Context: an optimization exercise on an open-source flow, tuned for small area and a short achievable clock period. The choices shown serve that exercise and are no tape-out recipe. For this run, only the layout was checked, not whether the RTL still works.

==> design/flow/design.v <==
`timescale 1ns/1ns
module axis_Gauss_1x5 (
  input  logic       s_axis_aclk,
  input  logic       s_axis_arstn,
  input  logic [7:0] s_axis_tdata,
  input  logic       s_axis_tvalid,
  input  logic       s_axis_tlast,
  output logic [7:0] m_axis_tdata,
  output logic       m_axis_tvalid,
  output logic       m_axis_tlast
);
logic [7:0]  d1, d2, d3;
logic        v1, v2, l1, l2;
logic [13:0] cnt;
always_ff @(posedge s_axis_aclk) begin
  d1 <= s_axis_tdata;
  d2 <= d1;
  d3 <= d2;
  v1 <= s_axis_tvalid;
  v2 <= v1;
  l1 <= s_axis_tlast;
  l2 <= l1;
end
always_ff @(posedge s_axis_aclk) begin
  if (!s_axis_arstn || s_axis_tlast)
    cnt <= '0;
  else if (s_axis_tvalid)
    cnt <= cnt + 14'd1;
end
wire edge_pt = (cnt[13:1] == 13'd1);
wire [7:0] x0 = s_axis_tdata;
wire h1_s, h1_c;
gha h1 (.a(d1[0]), .b(d2[1]), .s(h1_s), .co(h1_c));
wire f2_s, f2_c;
gfa f2 (.a(d1[1]), .b(d2[2]), .c(h1_c), .s(f2_s), .co(f2_c));
wire f3_s, f3_c;
gfa f3 (.a(d1[2]), .b(d2[3]), .c(f2_c), .s(f3_s), .co(f3_c));
wire f4_s, f4_c;
gfa f4 (.a(d1[3]), .b(d2[4]), .c(x0[4]), .s(f4_s), .co(f4_c));
wire f5_s, f5_c;
gfa f5 (.a(d1[4]), .b(d2[5]), .c(x0[5]), .s(f5_s), .co(f5_c));
wire f6_s, f6_c;
gfa f6 (.a(d1[5]), .b(d2[6]), .c(x0[6]), .s(f6_s), .co(f6_c));
wire f7_s, f7_c;
gfa f7 (.a(d1[6]), .b(d2[7]), .c(x0[7]), .s(f7_s), .co(f7_c));
wire g8 = d2[0] & x0[0];
wire p9 = d2[0] ^ x0[0];
wire g10 = h1_s & x0[1];
wire p11 = h1_s ^ x0[1];
wire g12 = f2_s & x0[2];
wire p13 = f2_s ^ x0[2];
wire g14 = x0[3] & f3_s;
wire p15 = x0[3] ^ f3_s;
wire g16 = f3_c & f4_s;
wire p17 = f3_c ^ f4_s;
wire g18 = f4_c & f5_s;
wire p19 = f4_c ^ f5_s;
wire g20 = f5_c & f6_s;
wire p21 = f5_c ^ f6_s;
wire g22 = f6_c & f7_s;
wire p23 = f6_c ^ f7_s;
wire g24 = d1[7] & f7_c;
wire p25 = d1[7] ^ f7_c;
wire G26 = g10 | (p11 & g8);
wire P27 = p11 & p9;
wire G28 = g14 | (p15 & g12);
wire P29 = p15 & p13;
wire G30 = g18 | (p19 & g16);
wire P31 = p19 & p17;
wire G32 = g22 | (p23 & g20);
wire P33 = p23 & p21;
wire G34 = g12 | (p13 & G26);
wire P35 = p13 & P27;
wire G36 = G28 | (P29 & G26);
wire P37 = P29 & P27;
wire G38 = g20 | (p21 & G30);
wire P39 = p21 & P31;
wire G40 = G32 | (P33 & G30);
wire P41 = P33 & P31;
wire G42 = g16 | (p17 & G36);
wire P43 = p17 & P37;
wire G44 = G30 | (P31 & G36);
wire P45 = P31 & P37;
wire G46 = G38 | (P39 & G36);
wire P47 = P39 & P37;
wire G48 = G40 | (P41 & G36);
wire P49 = P41 & P37;
wire G50 = g24 | (p25 & G48);
wire P51 = p25 & P49;
wire b52 = p11 ^ g8;
wire b53 = p13 ^ G26;
wire b54 = p15 ^ G34;
wire b55 = p17 ^ G36;
wire b56 = p19 ^ G42;
wire b57 = p21 ^ G44;
wire b58 = p23 ^ G46;
wire b59 = p25 ^ G48;
wire b60 = 1'b0 ^ G50;
wire [9:0] bnext = {b60, b59, b58, b57, b56, b55, b54, b53, b52, p9};
wire i61 = ~d1[1];
wire f62_s, f62_c;
gfa f62 (.a(d3[2]), .b(d3[0]), .c(i61), .s(f62_s), .co(f62_c));
wire f63_s, f63_c;
gfa f63 (.a(d3[3]), .b(d1[2]), .c(d1[1]), .s(f63_s), .co(f63_c));
wire i64 = ~d3[2];
wire f65_s, f65_c;
gfa f65 (.a(d3[1]), .b(i64), .c(f62_c), .s(f65_s), .co(f65_c));
wire f66_s, f66_c;
gfa f66 (.a(d3[4]), .b(d1[3]), .c(d1[2]), .s(f66_s), .co(f66_c));
wire f67_s, f67_c;
gfa f67 (.a(i64), .b(f63_c), .c(f66_s), .s(f67_s), .co(f67_c));
wire f68_s, f68_c;
gfa f68 (.a(d3[5]), .b(d3[0]), .c(d1[4]), .s(f68_s), .co(f68_c));
wire i69 = ~d3[3];
wire f70_s, f70_c;
gfa f70 (.a(i69), .b(d1[3]), .c(f66_c), .s(f70_s), .co(f70_c));
wire h71_s, h71_c;
gha h71 (.a(f68_s), .b(f67_c), .s(h71_s), .co(h71_c));
wire f72_s, f72_c;
gfa f72 (.a(d3[6]), .b(d3[1]), .c(d1[5]), .s(f72_s), .co(f72_c));
wire i73 = ~d3[4];
wire f74_s, f74_c;
gfa f74 (.a(i73), .b(d1[4]), .c(f68_c), .s(f74_s), .co(f74_c));
wire f75_s, f75_c;
gfa f75 (.a(f72_s), .b(f70_c), .c(f74_s), .s(f75_s), .co(f75_c));
wire f76_s, f76_c;
gfa f76 (.a(d3[7]), .b(d3[2]), .c(d1[6]), .s(f76_s), .co(f76_c));
wire i77 = ~d3[5];
wire f78_s, f78_c;
gfa f78 (.a(i77), .b(d1[5]), .c(f72_c), .s(f78_s), .co(f78_c));
wire f79_s, f79_c;
gfa f79 (.a(f76_s), .b(f74_c), .c(f78_s), .s(f79_s), .co(f79_c));
wire f80_s, f80_c;
gfa f80 (.a(d3[3]), .b(d1[7]), .c(d1[6]), .s(f80_s), .co(f80_c));
wire i81 = ~d3[6];
wire f82_s, f82_c;
gfa f82 (.a(i81), .b(f76_c), .c(f80_s), .s(f82_s), .co(f82_c));
wire h83_s, h83_c;
gha h83 (.a(f78_c), .b(f82_s), .s(h83_s), .co(h83_c));
wire i84 = ~d3[7];
wire f85_s, f85_c;
gfa f85 (.a(i84), .b(d3[4]), .c(d1[7]), .s(f85_s), .co(f85_c));
wire f86_s, f86_c;
gfa f86 (.a(f80_c), .b(f85_s), .c(f82_c), .s(f86_s), .co(f86_c));
wire h87_s, h87_c;
gha h87 (.a(f85_c), .b(f86_c), .s(h87_s), .co(h87_c));
wire h88_s, h88_c;
gha h88 (.a(d3[5]), .b(h87_c), .s(h88_s), .co(h88_c));
wire h89_s, h89_c;
gha h89 (.a(d3[6]), .b(h88_c), .s(h89_s), .co(h89_c));
wire i90 = ~f62_s;
wire i91 = ~f65_s;
wire i92 = ~f65_c;
wire g93 = d3[1] & d1[0];
wire p94 = d3[1] ^ d1[0];
wire g95 = d1[0] & i90;
wire p96 = d1[0] ^ i90;
wire g97 = f63_s & i91;
wire p98 = f63_s ^ i91;
wire g99 = i92 & f67_s;
wire p100 = i92 ^ f67_s;
wire g101 = f70_s & h71_s;
wire p102 = f70_s ^ h71_s;
wire g103 = h71_c & f75_s;
wire p104 = h71_c ^ f75_s;
wire g105 = f75_c & f79_s;
wire p106 = f75_c ^ f79_s;
wire g107 = h83_s & f79_c;
wire p108 = h83_s ^ f79_c;
wire g109 = h83_c & f86_s;
wire p110 = h83_c ^ f86_s;
wire g111 = i77 & h87_s;
wire p112 = i77 ^ h87_s;
wire g113 = i81 & h88_s;
wire p114 = i81 ^ h88_s;
wire g115 = i84 & h89_s;
wire p116 = i84 ^ h89_s;
wire g117 = i84 & h89_c;
wire p118 = i84 ^ h89_c;
wire G119 = g93 | (p94 & 1'b0);
wire P120 = p94 & d3[0];
wire G121 = g97 | (p98 & g95);
wire P122 = p98 & p96;
wire G123 = g101 | (p102 & g99);
wire P124 = p102 & p100;
wire G125 = g105 | (p106 & g103);
wire P126 = p106 & p104;
wire G127 = g109 | (p110 & g107);
wire P128 = p110 & p108;
wire G129 = g113 | (p114 & g111);
wire P130 = p114 & p112;
wire G131 = g95 | (p96 & G119);
wire P132 = p96 & P120;
wire G133 = G121 | (P122 & G119);
wire P134 = P122 & P120;
wire G135 = g103 | (p104 & G123);
wire P136 = p104 & P124;
wire G137 = G125 | (P126 & G123);
wire P138 = P126 & P124;
wire G139 = g111 | (p112 & G127);
wire P140 = p112 & P128;
wire G141 = G129 | (P130 & G127);
wire P142 = P130 & P128;
wire G143 = g99 | (p100 & G133);
wire P144 = p100 & P134;
wire G145 = G123 | (P124 & G133);
wire P146 = P124 & P134;
wire G147 = G135 | (P136 & G133);
wire P148 = P136 & P134;
wire G149 = G137 | (P138 & G133);
wire P150 = P138 & P134;
wire G151 = g115 | (p116 & G141);
wire P152 = p116 & P142;
wire G153 = g107 | (p108 & G149);
wire P154 = p108 & P150;
wire G155 = G127 | (P128 & G149);
wire P156 = P128 & P150;
wire G157 = G139 | (P140 & G149);
wire P158 = P140 & P150;
wire G159 = G141 | (P142 & G149);
wire P160 = P142 & P150;
wire G161 = G151 | (P152 & G149);
wire P162 = P152 & P150;
wire e163 = p96 ^ G119;
wire e164 = p98 ^ G131;
wire e165 = p100 ^ G133;
wire e166 = p102 ^ G143;
wire e167 = p104 ^ G145;
wire e168 = p106 ^ G147;
wire e169 = p108 ^ G149;
wire e170 = p110 ^ G153;
wire e171 = p112 ^ G155;
wire e172 = p114 ^ G157;
wire e173 = p116 ^ G159;
wire e174 = p118 ^ G161;
wire [13:0] fnext = {e174, e173, e172, e171, e170, e169, e168, e167, e166, e165, e164, e163, p94, d3[0]};
wire h175_s, h175_c;
gha h175 (.a(f[5]), .b(f[4]), .s(h175_s), .co(h175_c));
wire h176_s, h176_c;
gha h176 (.a(f[6]), .b(h175_c), .s(h176_s), .co(h176_c));
wire h177_s, h177_c;
gha h177 (.a(f[7]), .b(h176_c), .s(h177_s), .co(h177_c));
wire i178 = ~b[4];
wire f179_s, f179_c;
gfa f179 (.a(f[8]), .b(i178), .c(b[0]), .s(f179_s), .co(f179_c));
wire i180 = ~b[5];
wire f181_s, f181_c;
gfa f181 (.a(f[9]), .b(i180), .c(b[1]), .s(f181_s), .co(f181_c));
wire i182 = ~b[6];
wire f183_s, f183_c;
gfa f183 (.a(f[10]), .b(i182), .c(b[2]), .s(f183_s), .co(f183_c));
wire i184 = ~b[7];
wire f185_s, f185_c;
gfa f185 (.a(f[11]), .b(i184), .c(b[3]), .s(f185_s), .co(f185_c));
wire i186 = ~b[8];
wire f187_s, f187_c;
gfa f187 (.a(f[12]), .b(i186), .c(b[4]), .s(f187_s), .co(f187_c));
wire i188 = ~b[9];
wire f189_s, f189_c;
gfa f189 (.a(f[13]), .b(i188), .c(b[5]), .s(f189_s), .co(f189_c));
wire i190 = ~f[4];
wire i191 = ~b[0];
wire i192 = ~b[1];
wire i193 = ~b[2];
wire i194 = ~b[3];
wire g195 = i190 & i191;
wire p196 = i190 ^ i191;
wire g197 = i192 & h175_s;
wire p198 = i192 ^ h175_s;
wire g199 = i193 & h176_s;
wire p200 = i193 ^ h176_s;
wire g201 = i194 & h177_s;
wire p202 = i194 ^ h177_s;
wire g203 = f179_s & h177_c;
wire p204 = f179_s ^ h177_c;
wire g205 = f179_c & f181_s;
wire p206 = f179_c ^ f181_s;
wire g207 = f181_c & f183_s;
wire p208 = f181_c ^ f183_s;
wire g209 = f183_c & f185_s;
wire p210 = f183_c ^ f185_s;
wire g211 = f185_c & f187_s;
wire p212 = f185_c ^ f187_s;
wire g213 = f187_c & f189_s;
wire p214 = f187_c ^ f189_s;
wire g215 = i182 & f189_c;
wire p216 = i182 ^ f189_c;
wire g217 = i184 & b[6];
wire p218 = i184 ^ b[6];
wire g219 = i186 & b[7];
wire p220 = i186 ^ b[7];
wire g221 = i188 & b[8];
wire p222 = i188 ^ b[8];
wire G223 = 1'b0 | (f[1] & 1'b0);
wire P224 = f[1] & f[0];
wire G225 = 1'b0 | (f[3] & 1'b0);
wire P226 = f[3] & f[2];
wire G227 = g197 | (p198 & g195);
wire P228 = p198 & p196;
wire G229 = g201 | (p202 & g199);
wire P230 = p202 & p200;
wire G231 = g205 | (p206 & g203);
wire P232 = p206 & p204;
wire G233 = g209 | (p210 & g207);
wire P234 = p210 & p208;
wire G235 = g213 | (p214 & g211);
wire P236 = p214 & p212;
wire G237 = g217 | (p218 & g215);
wire P238 = p218 & p216;
wire G239 = 1'b0 | (f[2] & G223);
wire P240 = f[2] & P224;
wire G241 = G225 | (P226 & G223);
wire P242 = P226 & P224;
wire G243 = g199 | (p200 & G227);
wire P244 = p200 & P228;
wire G245 = G229 | (P230 & G227);
wire P246 = P230 & P228;
wire G247 = g207 | (p208 & G231);
wire P248 = p208 & P232;
wire G249 = G233 | (P234 & G231);
wire P250 = P234 & P232;
wire G251 = g215 | (p216 & G235);
wire P252 = p216 & P236;
wire G253 = G237 | (P238 & G235);
wire P254 = P238 & P236;
wire G255 = g195 | (p196 & G241);
wire P256 = p196 & P242;
wire G257 = G227 | (P228 & G241);
wire P258 = P228 & P242;
wire G259 = G243 | (P244 & G241);
wire P260 = P244 & P242;
wire G261 = G245 | (P246 & G241);
wire P262 = P246 & P242;
wire G263 = g211 | (p212 & G249);
wire P264 = p212 & P250;
wire G265 = G235 | (P236 & G249);
wire P266 = P236 & P250;
wire G267 = G251 | (P252 & G249);
wire P268 = P252 & P250;
wire G269 = G253 | (P254 & G249);
wire P270 = P254 & P250;
wire G271 = g203 | (p204 & G261);
wire P272 = p204 & P262;
wire G273 = G231 | (P232 & G261);
wire P274 = P232 & P262;
wire G275 = G247 | (P248 & G261);
wire P276 = P248 & P262;
wire G277 = G249 | (P250 & G261);
wire P278 = P250 & P262;
wire G279 = G263 | (P264 & G261);
wire P280 = P264 & P262;
wire G281 = G265 | (P266 & G261);
wire P282 = P266 & P262;
wire G283 = G267 | (P268 & G261);
wire P284 = P268 & P262;
wire G285 = G269 | (P270 & G261);
wire P286 = P270 & P262;
wire G287 = g219 | (p220 & G285);
wire P288 = p220 & P286;
wire t289 = f[2] ^ G223;
wire t290 = f[3] ^ G239;
wire t291 = p196 ^ G241;
wire t292 = p198 ^ G255;
wire t293 = p200 ^ G257;
wire t294 = p202 ^ G259;
wire t295 = p204 ^ G261;
wire t296 = p206 ^ G271;
wire t297 = p208 ^ G273;
wire t298 = p210 ^ G275;
wire t299 = p212 ^ G277;
wire t300 = p214 ^ G279;
wire t301 = p216 ^ G281;
wire t302 = p218 ^ G283;
wire t303 = p220 ^ G285;
wire t304 = p222 ^ G287;
wire [17:0] tsum = {t304, t303, t302, t301, t300, t299, t298, t297, t296, t295, t294, t293, t292, t291, t290, t289, f[1], f[0]};
wire h305_s, h305_c;
gha h305 (.a(t289), .b(x0[0]), .s(h305_s), .co(h305_c));
wire i306 = ~t289;
wire f307_s, f307_c;
gfa f307 (.a(i306), .b(t290), .c(x0[3]), .s(f307_s), .co(f307_c));
wire i308 = ~x0[2];
wire f309_s, f309_c;
gfa f309 (.a(x0[1]), .b(i308), .c(h305_c), .s(f309_s), .co(f309_c));
wire f310_s, f310_c;
gfa f310 (.a(i306), .b(t291), .c(x0[4]), .s(f310_s), .co(f310_c));
wire f311_s, f311_c;
gfa f311 (.a(i308), .b(f307_c), .c(f310_s), .s(f311_s), .co(f311_c));
wire f312_s, f312_c;
gfa f312 (.a(i306), .b(t292), .c(x0[5]), .s(f312_s), .co(f312_c));
wire i313 = ~x0[3];
wire f314_s, f314_c;
gfa f314 (.a(i313), .b(x0[0]), .c(f310_c), .s(f314_s), .co(f314_c));
wire h315_s, h315_c;
gha h315 (.a(f312_s), .b(f314_s), .s(h315_s), .co(h315_c));
wire i316 = ~x0[6];
wire f317_s, f317_c;
gfa f317 (.a(t289), .b(i316), .c(x0[4]), .s(f317_s), .co(f317_c));
wire f318_s, f318_c;
gfa f318 (.a(x0[1]), .b(t293), .c(f312_c), .s(f318_s), .co(f318_c));
wire i319 = ~f317_s;
wire f320_s, f320_c;
gfa f320 (.a(i319), .b(f314_c), .c(f318_s), .s(f320_s), .co(f320_c));
wire i321 = ~x0[7];
wire f322_s, f322_c;
gfa f322 (.a(t289), .b(i321), .c(x0[5]), .s(f322_s), .co(f322_c));
wire i323 = ~f317_c;
wire f324_s, f324_c;
gfa f324 (.a(x0[2]), .b(t294), .c(i323), .s(f324_s), .co(f324_c));
wire i325 = ~f322_s;
wire f326_s, f326_c;
gfa f326 (.a(i325), .b(f318_c), .c(f324_s), .s(f326_s), .co(f326_c));
wire f327_s, f327_c;
gfa f327 (.a(t289), .b(x0[6]), .c(i313), .s(f327_s), .co(f327_c));
wire i328 = ~t295;
wire f329_s, f329_c;
gfa f329 (.a(f322_c), .b(f327_s), .c(i328), .s(f329_s), .co(f329_c));
wire h330_s, h330_c;
gha h330 (.a(f324_c), .b(f326_c), .s(h330_s), .co(h330_c));
wire i331 = ~x0[4];
wire f332_s, f332_c;
gfa f332 (.a(t289), .b(x0[7]), .c(i331), .s(f332_s), .co(f332_c));
wire i333 = ~t296;
wire f334_s, f334_c;
gfa f334 (.a(f327_c), .b(f332_s), .c(i333), .s(f334_s), .co(f334_c));
wire h335_s, h335_c;
gha h335 (.a(f329_c), .b(f334_s), .s(h335_s), .co(h335_c));
wire i336 = ~x0[5];
wire f337_s, f337_c;
gfa f337 (.a(t289), .b(i336), .c(f332_c), .s(f337_s), .co(f337_c));
wire i338 = ~h330_c;
wire f339_s, f339_c;
gfa f339 (.a(f337_s), .b(f334_c), .c(i338), .s(f339_s), .co(f339_c));
wire i340 = ~f337_c;
wire f341_s, f341_c;
gfa f341 (.a(t289), .b(x0[6]), .c(i340), .s(f341_s), .co(f341_c));
wire i342 = ~h305_s;
wire i343 = ~f309_s;
wire i344 = ~f309_c;
wire i345 = ~f329_s;
wire i346 = ~h335_s;
wire i347 = ~h335_c;
wire i348 = ~f339_s;
wire i349 = ~f339_c;
wire g350 = f[0] & x0[0];
wire p351 = f[0] ^ x0[0];
wire g352 = f[1] & x0[1];
wire p353 = f[1] ^ x0[1];
wire g354 = i308 & i342;
wire p355 = i308 ^ i342;
wire g356 = f307_s & i343;
wire p357 = f307_s ^ i343;
wire g358 = i344 & f311_s;
wire p359 = i344 ^ f311_s;
wire g360 = f311_c & h315_s;
wire p361 = f311_c ^ h315_s;
wire g362 = h315_c & f320_s;
wire p363 = h315_c ^ f320_s;
wire g364 = f320_c & f326_s;
wire p365 = f320_c ^ f326_s;
wire g366 = i345 & h330_s;
wire p367 = i345 ^ h330_s;
wire g368 = i338 & i346;
wire p369 = i338 ^ i346;
wire g370 = i347 & i348;
wire p371 = i347 ^ i348;
wire g372 = f341_s & i349;
wire p373 = f341_s ^ i349;
wire g374 = i321 & f341_c;
wire p375 = i321 ^ f341_c;
wire G376 = g352 | (p353 & g350);
wire P377 = p353 & p351;
wire G378 = g356 | (p357 & g354);
wire P379 = p357 & p355;
wire G380 = g360 | (p361 & g358);
wire P381 = p361 & p359;
wire G382 = g364 | (p365 & g362);
wire P383 = p365 & p363;
wire G384 = g368 | (p369 & g366);
wire P385 = p369 & p367;
wire G386 = g372 | (p373 & g370);
wire P387 = p373 & p371;
wire G388 = g354 | (p355 & G376);
wire P389 = p355 & P377;
wire G390 = G378 | (P379 & G376);
wire P391 = P379 & P377;
wire G392 = g362 | (p363 & G380);
wire P393 = p363 & P381;
wire G394 = G382 | (P383 & G380);
wire P395 = P383 & P381;
wire G396 = g370 | (p371 & G384);
wire P397 = p371 & P385;
wire G398 = G386 | (P387 & G384);
wire P399 = P387 & P385;
wire G400 = g358 | (p359 & G390);
wire P401 = p359 & P391;
wire G402 = G380 | (P381 & G390);
wire P403 = P381 & P391;
wire G404 = G392 | (P393 & G390);
wire P405 = P393 & P391;
wire G406 = G394 | (P395 & G390);
wire P407 = P395 & P391;
wire G408 = g374 | (p375 & G398);
wire P409 = p375 & P399;
wire G410 = g366 | (p367 & G406);
wire P411 = p367 & P407;
wire G412 = G384 | (P385 & G406);
wire P413 = P385 & P407;
wire G414 = G396 | (P397 & G406);
wire P415 = P397 & P407;
wire G416 = G398 | (P399 & G406);
wire P417 = P399 & P407;
wire G418 = G408 | (P409 & G406);
wire P419 = P409 & P407;
wire k420 = p371 ^ G412;
wire k421 = p373 ^ G414;
wire k422 = p375 ^ G416;
wire k423 = i321 ^ G418;
wire [3:0] cnew = {k423, k422, k421, k420};
logic [9:0]  b;
logic [13:0] f;
always_ff @(posedge s_axis_aclk) begin
  b <= bnext;
  f <= fnext;
end
logic [7:0] oh;
logic [3:0] oc;
always_ff @(posedge s_axis_aclk) begin
  oh <= edge_pt ? d2 : tsum[17:10];
  oc <= edge_pt ? 4'd0 : cnew;
  m_axis_tvalid <= v2;
  m_axis_tlast  <= l2 & ~edge_pt;
end
assign m_axis_tdata = oh + {4'd0, oc};
endmodule
module gha (
  input  logic a,
  input  logic b,
  output logic s,
  output logic co
);
assign s  = a ^ b;
assign co = a & b;
endmodule
module gfa (
  input  logic a,
  input  logic b,
  input  logic c,
  output logic s,
  output logic co
);
assign s  = a ^ b ^ c;
assign co = (a & b) | (a & c) | (b & c);
endmodule
==> design/flow/flow/run.sh <==
#!/bin/bash
# Layout flow: the standard flow, with the port buffers made from plain buffers.
export BUFFER_PORTS_ARGS="-buffer_cell sky130_fd_sc_hd__buf_2"
bash standard.sh > standard.log 2>&1
==> design/flow/standard.sh <==
#!/bin/bash
# synth_recipe.tcl (not shown) runs the flow's synth.tcl, then flattens the netlist and writes it again
# the make line also repeats each setting of config.mk as NAME=value (left out here)
make -C /OpenROAD-flow-scripts/flow DESIGN_CONFIG=/design/flow/config.mk WORK_HOME=/design/flow/orfs CLKGATE_MAP_FILE= SYNTH_SCRIPT=/design/flow/synth_recipe.tcl "${@:-finish}"
==> design/flow/config.mk <==
export PLATFORM = sky130hd
export DESIGN_NAME = axis_Gauss_1x5
export DESIGN_NICKNAME = axis_Gauss_1x5
export VERILOG_FILES = /design/flow/design.v
export SDC_FILE = /design/flow/constraint.sdc
export NUM_CORES = 4
export LEC_CHECK = 0
export CAP_MARGIN = 20
export CORE_MARGIN = 2
export CORE_UTILIZATION = 40
export SETUP_SLACK_MARGIN = 5
export SLEW_MARGIN = 20
export SYNTH_HIERARCHICAL = 1
export SYNTH_MINIMUM_KEEP_SIZE = 0
==> design/flow/constraint.sdc <==
create_clock -name core_clock -period 8.0 [get_ports {s_axis_aclk}]
set_input_delay 1.6000 -clock core_clock [delete_from_list [all_inputs] [get_ports {s_axis_aclk}]]
set_output_delay 1.6000 -clock core_clock [all_outputs]
set_load 0.01 [all_outputs]
==> impl_metrics.json <==
{
  "cts_buffers": 9,
  "cp_cell_sequence": "buf_12 > inv_4 > fa_2 > inv_2 > fa_1 > fa_2 > ha_4 > inv_4 > fa_1 > inv_2 > ha_4 > and3_4 > a22o_4 > o41ai_4 > xor2_1 > nor2_1",
  "synth_fa_ha_area_frac": 0.386,
  "status": "finished clean",
  "dpl_worst_slack_ps": 2870,
  "first_pass_iters": 4,
  "setup_viol": 0,
  "synth_area_um2": 5060,
  "grt_max_degree": 15,
  "clkLatencyLatePin_ps": 340,
  "cts_max_level": 3,
  "crit_type": "in -> reg",
  "postSynthCellCount": 464,
  "cp.arrival_ps": 4810,
  "gp_congestion": 0.775,
  "hold_class": "reg -> reg",
  "core-area_um2": 12500,
  "endpoint_kind": "register",
  "fin_crit_ps": 4580,
  "die_area_um2": 13600,
  "antenna_found_initial": 0,
  "yosysTopAreaCellShare": 0.316,
  "drc": 0,
  "synth_nets": 596,
  "routed_via_density": 4.86,
  "finalSetupTns_ps": 0,
  "portBuffers": 21,
  "r2r_start": "f[5]$_DFF_P_",
  "grt_use_total": 0.169,
  "critPathRequiredTime_ps": 8220,
  "finClkSkew_ps": 9.41,
  "synth_xor_area_frac": 0.0710,
  "synthMuxAreaShare": 0.00643,
  "synth_top_family_by_area": "adder cells",
  "slew_violations": 0,
  "holdWs_ps": 327,
  "via_count": 3419,
  "synth_edf_count": 0,
  "min-delay-start": "l1$_DFF_P_",
  "ys_seq_area_frac": 0.316,
  "synth_largest_area_cell": "dfxtp_1",
  "syn_to_final_growth_pct": 27.5,
  "ant_nets": 0,
  "synth_ff_type": "dfxtp_1",
  "cap_violations": 0,
  "rsz0062_at_grt": "yes",
  "cts_root_buf": "clkbuf_16",
  "final_core_util": 0.518,
  "synth_cell_type_count": 42,
  "path_clk_slew_ps": 60,
  "boundaryPins": 22,
  "startpoint": "s_axis_tdata[6]",
  "num_rows": 41,
  "fmax_mhz": 218,
  "first_iter_violations": 110,
  "timing.slew.headroom": 0.626,
  "placed_cells": 655,
  "start_kind": "input port",
  "clkSinkCount": 80,
  "grt_pass1_vias": 3648,
  "grt_pass1_wl_mm": 17.2,
  "start_util": 0.406,
  "wire_per_inst_um": 15.1,
  "hold_violations": 0,
  "cts_tree": "done",
  "synth_simple_gate_area_frac": 0.0888,
  "ys_ff_latch": 80,
  "drive_gt1_frac": 0.321,
  "die_x_um": 116,
  "fin_ws_ps": 3420,
  "synthTopCellsByArea": "dfxtp_1, fa_1, ha_1, inv_1, xor2_1",
  "cp_max_fo": 3,
  "synth_compound_area_frac": 0.0813,
  "timing.final.crit_share": 0.573,
  "slowest_delay_ps": 420,
  "critPathSlowestCell": "fa_1",
  "synth_warnings": 7,
  "stdcell_count": 703,
  "die_h_um": 116,
  "finalWirelength_mm": 10.6,
  "async_flop_share": 0,
  "grt_overflow_total": 0,
  "dp_hpwl_mm": 8.01,
  "synthesis.area_per_instance_um2": 10.9,
  "tightest_slew_ps": 560,
  "nNetsFinal": 657,
  "clock_path_buffers": 2
}
cell usage in the layout (no fill, tap or decap), types with 4 or more instances in the layout:
cell	n
a21oi_2	8
a21oi_1	13
o21ai_2	4
dfxtp_2	14
ha_1	42
or3_1	5
buf_2	16
fa_2	14
xor2_1	23
inv_2	6
nand3_1	4
inv_1	57
clkbuf_16	9
nand2_1	18
xnor2_2	4
o21ai_0	9
nor2_1	23
fa_1	46
ha_4	15
dfxtp_4	8
buf_4	26
a21o_1	10
and3_1	4
xnor2_1	14
nand2b_1	4
dfxtp_1	58
o21ai_1	4
buf_6	7
worst paths after layout:
path / to / cells after the start / slack (ps)
max reg2reg: oc[2]$_SDFF_PP0_ / 18 / 3580
min: l2$_DFF_P_ / 0 / 330
min reg2reg: l2$_DFF_P_ / 0 / 330
max: oc[2]$_SDFF_PP0_ / 16 / 3420
modules after synthesis, one instance, submodules excluded:
module | flops+latches | area [um^2] | times used | cells
gfa | 0 | 20.0 | 48 | 1
axis_Gauss_1x5 | 80 | 3940 | 1 | 403
gha | 0 | 12.5 | 13 | 1
worst max-delay path: cells and delay by family:
family	cells	cell delay (ps)
AOI/OAI and AO/OA	2	570
xor gates and xnor gates	1	200
adders and majority gates	6	1910
buffers and inverters	5	310
and+or+nand+nor	2	220
area by class of cell:
type                    count  area [um^2]
clock inverters             4         53.8
inverters                  65          249
repair buffers             52          397
multi-input cells         317         3650
fillers                  1106         6010
clock buffers              12          236
flip-flops and latches     80         1650
well taps                 172          215
diodes                      1         2.50
cells by family (layout without fill, tap and decap cells):
logic type,count (synthesis),after routing
compound gates,66,66
buf+inv,67,133
fa+ha+maj,120,120
simple gates,87,87
xor+xnor,41,41
other cells,0,1
flops,80,80
mux,3,3
per-layer routing:
layer / vias up / wire length, um / track usage
met5: - / 0 / 0
met4: 0 / 299 / 0.0730
met1: 1683 / 4570 / 0.200
li1: 1660 / - / -
met2: 50 / 5490 / 0.300
met3: 26 / 231 / 0.0332
cell usage after synthesis (2+ instances only):
master    instances
dfxtp_1          80
inv_1            65
nand2b_1          5
o21bai_1          2
xor2_1           23
a21o_1           10
o21a_1            2
nor2_1           23
or3_1             5
nand3_1           5
xnor2_1          18
nand2_1          19
a21oi_1          21
nor3_1            5
mux2_2            2
nand4_1           2
and3_1            6
or4_1             3
ha_1             60
nor4_1            3
o41ai_1           2
nor2b_1           5
a211oi_1          4
fa_1             60
o21ai_0          17
per-stage QoR:
stage          cell area (um^2)
5_1_grt                    6450
4_1_cts                    6230
3_5_place_dp               5490
2_1_floorplan              5180
6_report                   6450
3_3_place_gp               5490
flip-flops by register name, summed over array words and instances, names as in the netlist, 4 cells and up:
name and count:
f 14, cnt 14, oh 8, d1 8, d3 8, d2 8
b 10, oc 4
what timing repair did:
item                                    CTS  global route
pin swaps                                42            27
buffers inserted                         22             9
endpoints found under the setup margin   22            21
hold endpoints to repair                  0             0
gates resized for setup                  65            45
hold buffers                              0             0

what the ideal ports hide:
No port has a modelled driver above. Below, the same layout with a new extraction and two added sets of constraints. Step 1 sets driving cells, clkbuf_16 on the clock port and buf_2 on the other inputs (assumed; they add their load-dependent delay and slew). Step 2 times the ports against the registers' clock, not the clock port: input delays grow and output delays shrink by t, the midpoint of the rising clock arrivals with the driver on. a / b / c = ideal / step 1 / step 2; a / b = the first two.
shift t [ns]: 0.365
slack for setup (ns): 3.418 / 3.389 / 3.023
clock arrival spread, ns: 0.009 / 0.009
cell pins on the clock port's net: 1
After both steps setup and hold are still met in this run. The setup slack of this run moves by -0.029 ns with the drivers and by -0.395 ns with both steps.
